Background: an optimization exercise with open tools, aiming at small area. Do not read the settings as production practice. Only simulation tests tie the RTL to the original design; equivalence was not proved. Power and IR drop assume default switching activity.

==> config.mk <==
export PLATFORM = sky130hd
export DESIGN_NAME = instruction_cache
export DESIGN_NICKNAME = instruction_cache
export VERILOG_FILES = /design/flow/design.v
export SDC_FILE = /design/flow/constraint.sdc
export NUM_CORES = 8
export LEC_CHECK = 0
export CAP_MARGIN = 20
export CORE_MARGIN = 2
export CORE_UTILIZATION = 30
export SLEW_MARGIN = 20
export SYNTH_MEMORY_MAX_BITS = 16384
==> constraint.sdc <==
create_clock -name core_clock -period 15.0 [get_ports {clock}]
set_input_delay 3.0000 -clock core_clock [delete_from_list [all_inputs] [get_ports {clock}]]
set_output_delay 3.0000 -clock core_clock [all_outputs]
set_load 0.01 [all_outputs]
==> design.v <==
`timescale 1 ps / 1 ps
module instruction_cache (
		input  wire        clock,
		input  wire        reset,
		output wire [31:0] memory_address,
		output wire        memory_read,
		input  wire [63:0] memory_readdata,
		input  wire        memory_waitrequest,
		output wire [3:0]  memory_burstcount,
		input  wire        memory_readdatavalid,
		input  wire [31:0] core_inst_address,
		output wire [31:0] core_instruction,
		output wire        core_waitrequest,
		input  wire        core_read,
		output wire        core_inst_valid
	);
	integer i;
	genvar s, w, k;
	wire [23:0] tag    = core_inst_address[31:8];
	wire [1:0]  index  = core_inst_address[7:6];
	wire [2:0]  beat   = core_inst_address[5:3];
	wire [3:0]  word   = core_inst_address[5:2];
	reg        miss_recovery;
	reg [1:0]  active_index;
	reg [23:0] tag_t;
	reg [1:0]  transfer_state;
	reg [2:0]  burst_count;
	reg [7:0]  burst_state;
	reg [15:0] valid_lanes;		 
	reg [11:0] LRU;			 
	reg [2:0]  active_LRU;
	reg [23:0]  tags  [0:15];	 
	reg [511:0] lines [0:15];	 
	reg [511:0] new_lane;
	wire data_ready = (transfer_state == 2'd3);
	assign memory_read = (transfer_state == 2'd1);
	assign memory_burstcount = 4'd8;
	assign memory_address = {core_inst_address[31:3], 3'b000};
	wire [3:0] set_sel = 4'b0001 << active_index;
	wire [3:0] valid_act = valid_lanes[4*active_index+:4];
	wire [3:0] h;
	generate
		for (w = 0; w < 4; w = w + 1) begin : cmp
			wire [23:0] t = tags[{active_index, w[1:0]}];
			assign h[w] = (t == tag) & valid_act[w];
		end
	endgenerate
	wire [1:0] lane_add = {h[2] | h[3], h[1] | h[3]};
	wire index_hit = (active_index == index);
	wire hit = index_hit & (|h);
	wire [1:0] lane_to_replace =
		!valid_act[0] ? 2'd0 :
		!valid_act[1] ? 2'd1 :
		!valid_act[2] ? 2'd2 :
		!valid_act[3] ? 2'd3 :
		{active_LRU[1], active_LRU[1] ? active_LRU[2] : active_LRU[0]};
	wire [2:0] new_LRU = lane_add[1] ? {!lane_add[0], 1'b0, active_LRU[0]}
	                                 : {active_LRU[2], 1'b1, !lane_add[0]};
	wire switch_set = core_read & !hit & !index_hit & !miss_recovery;
	wire start_miss = core_read & !hit &  index_hit & !miss_recovery;
	always @(posedge clock or posedge reset) begin
		if (reset) begin
			miss_recovery <= 1'b0;
			active_index <= 2'd0;
			active_LRU <= 3'd0;
			valid_lanes <= 16'd0;
			LRU <= 12'd0;
		end else begin
			if (switch_set) begin
				active_index <= index;
				LRU[3*active_index+:3] <= active_LRU;
				active_LRU <= LRU[3*active_index+:3];
			end
			if (start_miss)
				miss_recovery <= 1'b1;
			if (hit && core_read)
				active_LRU <= new_LRU;
			if (data_ready) begin
				miss_recovery <= 1'b0;
				valid_lanes[{active_index, lane_to_replace}] <= 1'b1;
				active_LRU <= new_LRU;
			end
		end
	end
	always @(posedge clock)
		if (start_miss)
			tag_t <= tag;
	always @(posedge clock or posedge reset) begin
		if (reset) begin
			transfer_state <= 2'd0;
			burst_count <= 3'd0;
		end else begin
			case (transfer_state)
			2'd0: if (miss_recovery) begin
					burst_count <= beat;
					transfer_state <= 2'd1;
				end
			2'd1: if (!memory_waitrequest)
					transfer_state <= 2'd2;
			2'd2: begin
					if (&burst_state)
						transfer_state <= 2'd3;
					if (memory_readdatavalid)
						burst_count <= burst_count + 3'd1;
				end
			2'd3: transfer_state <= 2'd0;
			endcase
		end
	end
	always @(posedge clock) begin
		if (transfer_state == 2'd0) begin
			if (miss_recovery)
				burst_state <= 8'd0;
		end else if (transfer_state == 2'd2 && memory_readdatavalid)
			burst_state[burst_count] <= 1'b1;
	end
	generate
		for (k = 0; k < 8; k = k + 1) begin : fill
			always @(posedge clock)
				if (transfer_state == 2'd2 && memory_readdatavalid && burst_count == k)
					new_lane[64*k+:64] <= memory_readdata;
		end
	endgenerate
	generate
		for (s = 0; s < 4; s = s + 1) begin : wset
			for (w = 0; w < 4; w = w + 1) begin : wway
				wire we = data_ready & (active_index == s) & (lane_to_replace == w);
				always @(posedge clock)
					if (we) begin
						lines[4*s+w] <= new_lane;
						tags[4*s+w] <= tag_t;
					end
			end
		end
	endgenerate
	wire bypass_hit = (transfer_state != 2'd0) & index_hit & (tag == tag_t) & burst_state[beat];
	wire [16:0] line_sel;
	generate
		for (s = 0; s < 4; s = s + 1) begin : lsel
			for (w = 0; w < 4; w = w + 1) begin : lw
				assign line_sel[4*s+w] = set_sel[s] & h[w];
			end
		end
	endgenerate
	assign line_sel[16] = bypass_hit;
	wire [15:0] word_sel = 16'd1 << word;
	reg [31:0] rdata;
	integer j;
	always @(*) begin
		rdata = 32'd0;
		for (i = 0; i < 16; i = i + 1)
			for (j = 0; j < 16; j = j + 1)
				rdata = rdata | ({32{line_sel[i] & word_sel[j]}} & lines[i][32*j+:32]);
		for (j = 0; j < 16; j = j + 1)
			rdata = rdata | ({32{line_sel[16] & word_sel[j]}} & new_lane[32*j+:32]);
	end
	assign core_instruction = rdata;
	assign core_waitrequest = (!hit | miss_recovery) & !bypass_hit;
	assign core_inst_valid = hit | bypass_hit;
endmodule
==> run.sh <==
#!/bin/bash
# synth_recipe.tcl (not shown) runs the flow's synth.tcl, then flattens the netlist and writes it again
# the make line also repeats each setting of config.mk as NAME=value (left out here)
make -C /OpenROAD-flow-scripts/flow DESIGN_CONFIG=/design/flow/config.mk WORK_HOME=/design/flow/orfs CLKGATE_MAP_FILE= SYNTH_SCRIPT=/design/flow/synth_recipe.tcl finish
==> impl_metrics.toml <==
[run_status]
outcome = "complete, no violations"

[routing]
wl_um = 1387000
first_iter_violations = 47720
vias_per_cell = 6.325
drt-wirelength-per-cell_um = 40.14
vias = 218600
drc = 0
drtPass1Iterations = 10
ant_nets = 0

[die]
core_um2 = 1106000
initial_utilization = 0.3010
ios = 172
die-area_um2 = 1118000
die_x_um = 1057
row_count = 386
die_y_um = 1057

[setup_path]
r2r_end = "tag_t[12]"
path_cells = "inv_1 -> ha_4 -> or4_2 -> buf_4 -> nand3_1 -> mux2_2 -> nand4_1 -> nor4_2 -> buf_4 -> nand3_4 -> buf_4 -> o221ai_1 -> a2111oi_0 -> nand4_1 -> clkdlybuf4s50_1"
cp_max_fo = 48
endpoint_kind = "output pin"
cp_slowest_stage_delay_ns = 0.98
reg2reg_from = "active_index[0]"
r2r_slack_ns = 7.06
arrival_ns = 10.48
reg2reg_depth = 14
cp_slowest_cell = "dfrtp_1"
critPathKind = "flop to output pin"
cp-start-kind = "flop"
crit_top_cell = "buf_4"
cp.required_ns = 12.00

[clocking]
cts_resized = 0
cts_setup_buffers = 0
hold_buffers = 0
htree_levels = 6
cts_buffers = 880
clkTransAtPathRegs_ns = 0.06
insertion_delay_ns = 1.23
cts_tree = "built"
clock_sinks = 9159
cts_buffer_depth = 4
cts_root_buf = "clkbuf_16"

[sta]
drv_slew = 0
holdWs_ns = 0.4531
rsz0062_at_grt = "no"
relSlewSlack = 0.1248
finalCritPeriodShare = 0.8986
final.setup.tns_ns = 0
hold_viol_final = 0
skew_ns = 0.08798
min_period_ns = 13.48
setup_viol = 0
max_freq_mhz = 74.19
tightestPinTransition_ns = 1.313

[grt]
antenna_found_initial = 174
grt_busiest_layer = "met2"
grt.total_usage = 0.2363
grt_start_max_net_pins = 131
met2_usage = 0.3478
use_met3 = 0.08583
grt_pass1_vias = 199600
overflow = 0
grt_pass1_wl_um = 1826000
met1_usage = 0.3014

[place]
dp_hpwl_um = 704600
placed_area_um2 = 358500
place_congestion = 0.8468
placed_cells = 32710
numPortBuffers = 162

[finish]
final_cell_count_no_fill = 34560
nets = 18980
fin_area_um2 = 386700
fill_cells = 102300
syn2layout_area_growth_pct = 16.19
drive_gt1_frac = 0.1230
final_util = 0.3498
regArea_um2 = 274800
multi_input_area_um2 = 54110

[logic_synthesis]
synth_flop_cell = "edfxtp_1"
syn_area_per_cell_um2 = 18.52
synth.largest_area_cell = "edfxtp_1"
yosys-top-cells-count = "edfxtp_1 (9120), a22oi_1 (3028), clkbuf_1 (817)"
ys_warn_count = 3
synth.area.top_cells = "edfxtp_1 (82%), a22oi_1 (6.8%), a22o_1 (1.5%), a221oi_1 (1.3%), clkbuf_1 (0.92%)"
async_flop_share = 0.004258
synth_top_area_frac = 0.8229
ys_seq_elements = 9159
synth_edf_count = 9120
synth_most_common_cell = "edfxtp_1"
syn_area_um2 = 332800
ys_types = 88
synthCells = 17970
synth.yosys.seq_area_share = 0.8258

[hold_path]
min_path_cells = 1
hp-start = "valid_lanes[9]"
hold_class = "flop to flop"
hold_end = "valid_lanes[9]"

[power]
power_leakage_nw = 119.0
peakVddDrop_mv = 0.1672
power_density_nw_per_um2 = 150.9

[run]
max_cap_violations = 0
==> power by group <==
group / switching [mW] / leakage, nW / internal [mW]
combinational: 4.67 / 22.9 / 1.16
clock: 9.86 / 13.4 / 11.7
sequential: 0.588 / 82.7 / 30.3
total: 15.1 / 119 / 43.2
==> metrics by stage <==
| step | power (mW) | setup slack, ns |
|---|---|---|
| CTS | 57.99 | 2.119 |
| global route | 59.36 | 1.848 |
| finish | 58.35 | 1.521 |
| global placement | 36.88 | 2.418 |
| detailed placement | 37.01 | 2.352 |
| floorplan | 35.10 | -1.400 |
==> per-layer routing <==
layer,up-vias,wire length (um),share of wire
li1,78220,-,-
met1,111000,461700,0.33
met2,24520,594500,0.43
met3,4739,238800,0.17
met4,81,91120,0.066
met5,-,921,0.00066
==> cell type report <==
cell class | count | share of cell area
clock buffers | 1093 | 0.05940
multi-input cells | 7579 | 0.1399
clock inverters | 532 | 0.01195
well taps | 14740 | 0.04771
flip-flops and latches | 9159 | 0.7108
inverters | 53 | 0.0005210
diodes | 220 | 0.001424
repair buffers | 1178 | 0.02832
==> placed cells by master (no fill, tap or decap), drive strengths merged, types with 23 or more instances in the layout <==
master | Yosys | final
edfxtp | 9120 | 9120
a22oi | 3028 | 3028
clkbuf | 817 | 1094
buf | 363 | 1019
nand2 | 713 | 713
a22o | 565 | 565
a221oi | 485 | 485
clkinv | 0 | 451
nand4 | 441 | 441
nand3 | 398 | 398
and3 | 306 | 306
diode | 0 | 220
nor4 | 179 | 179
nor2 | 179 | 179
clkdlybuf4s50 | 0 | 158
a222oi | 153 | 153
nor3 | 135 | 135
a21oi | 113 | 113
a2111oi | 110 | 110
o22ai | 70 | 70
inv | 53 | 69
a31oi | 62 | 62
bufinv | 0 | 49
and4 | 47 | 47
o21ai | 42 | 42
or4 | 42 | 42
dfrtp | 39 | 39
o221ai | 33 | 33
a311oi | 26 | 26
a221o | 26 | 26
ha | 24 | 24
xnor2 | 23 | 23
==> state kept, by name, indices dropped and copies added, names as in the netlist <==
| signal | cells |
|---|---|
| tag_t | 24 |
| LRU | 12 |
| valid_lanes | 16 |
| tags | 384 |
| miss_recovery | 1 |
| active_LRU | 3 |
| active_index | 2 |
| new_lane | 512 |
| transfer_state | 2 |
| lines | 8192 |
| burst_state | 8 |
| burst_count | 3 |
==> worst max-delay path, delay by kind of cell (launching register included) <==
kind                     cells  cell delay (ns)
AND/OR/NAND/NOR              6             3.54
buffers and inverters        5             2.82
AO/OA/AOI/OAI                2             1.10
flip-flops                   1             0.98
adder cells (fa/ha/maj)      1             0.38
multiplexers                 1             0.37
==> worst max-delay path by stage <==
stage | startpoint | slack (ns) | to
after global placement | core_inst_address[26] | 2.42 | core_instruction[15]
after CTS | active_index[0] | 2.12 | core_instruction[15]
final | active_index[0] | 1.52 | core_instruction[9]
after floorplan | active_index[0] | -1.40 | lines[15][0]
after detailed placement | core_inst_address[30] | 2.35 | core_instruction[15]
after global routing | active_index[0] | 1.85 | core_instruction[9]
==> cells by family (layout without fill, tap and decap cells) <==
logic type	count (synthesis)	in the layout	share of synthesized area
xor+xnor	45	45	0.001184
buf+inv	1233	2856	0.01477
simple gates	2575	2575	0.04066
flops	9159	9159	0.8258
compound gates	4903	4903	0.1155
mux	25	25	0.001109
fa+ha+maj	24	24	0.0009023
other cells	2	227	0.00002257

-- re-timing with driven ports --
How much do the figures lean on ideal ports? The routed layout below was timed once more, with nothing changed but the port constraints.
Step 1 (the two cells are an assumption about what drives the block):
set clk [get_ports {clock}]
set_driving_cell -lib_cell sky130_fd_sc_hd__clkbuf_16 $clk
set_driving_cell -lib_cell sky130_fd_sc_hd__buf_2 [delete_from_list [all_inputs] $clk]
Step 2, shift: input delay + t, output delay - t, t = (earliest + latest rising clock arrival at the registers) / 2. This alone moves slack from input paths to output paths.
Slacks: ideal / step 1 / step 2; pairs: ideal / step 1.
t (ns): 1.333
setup slack, ns: 1.521 / 1.371 / 1.574
worst setup path after step 2: input to output
After both steps this run still meets setup and hold. The setup slack of this run moves by -0.150 ns with the drivers and by +0.053 ns with both steps.
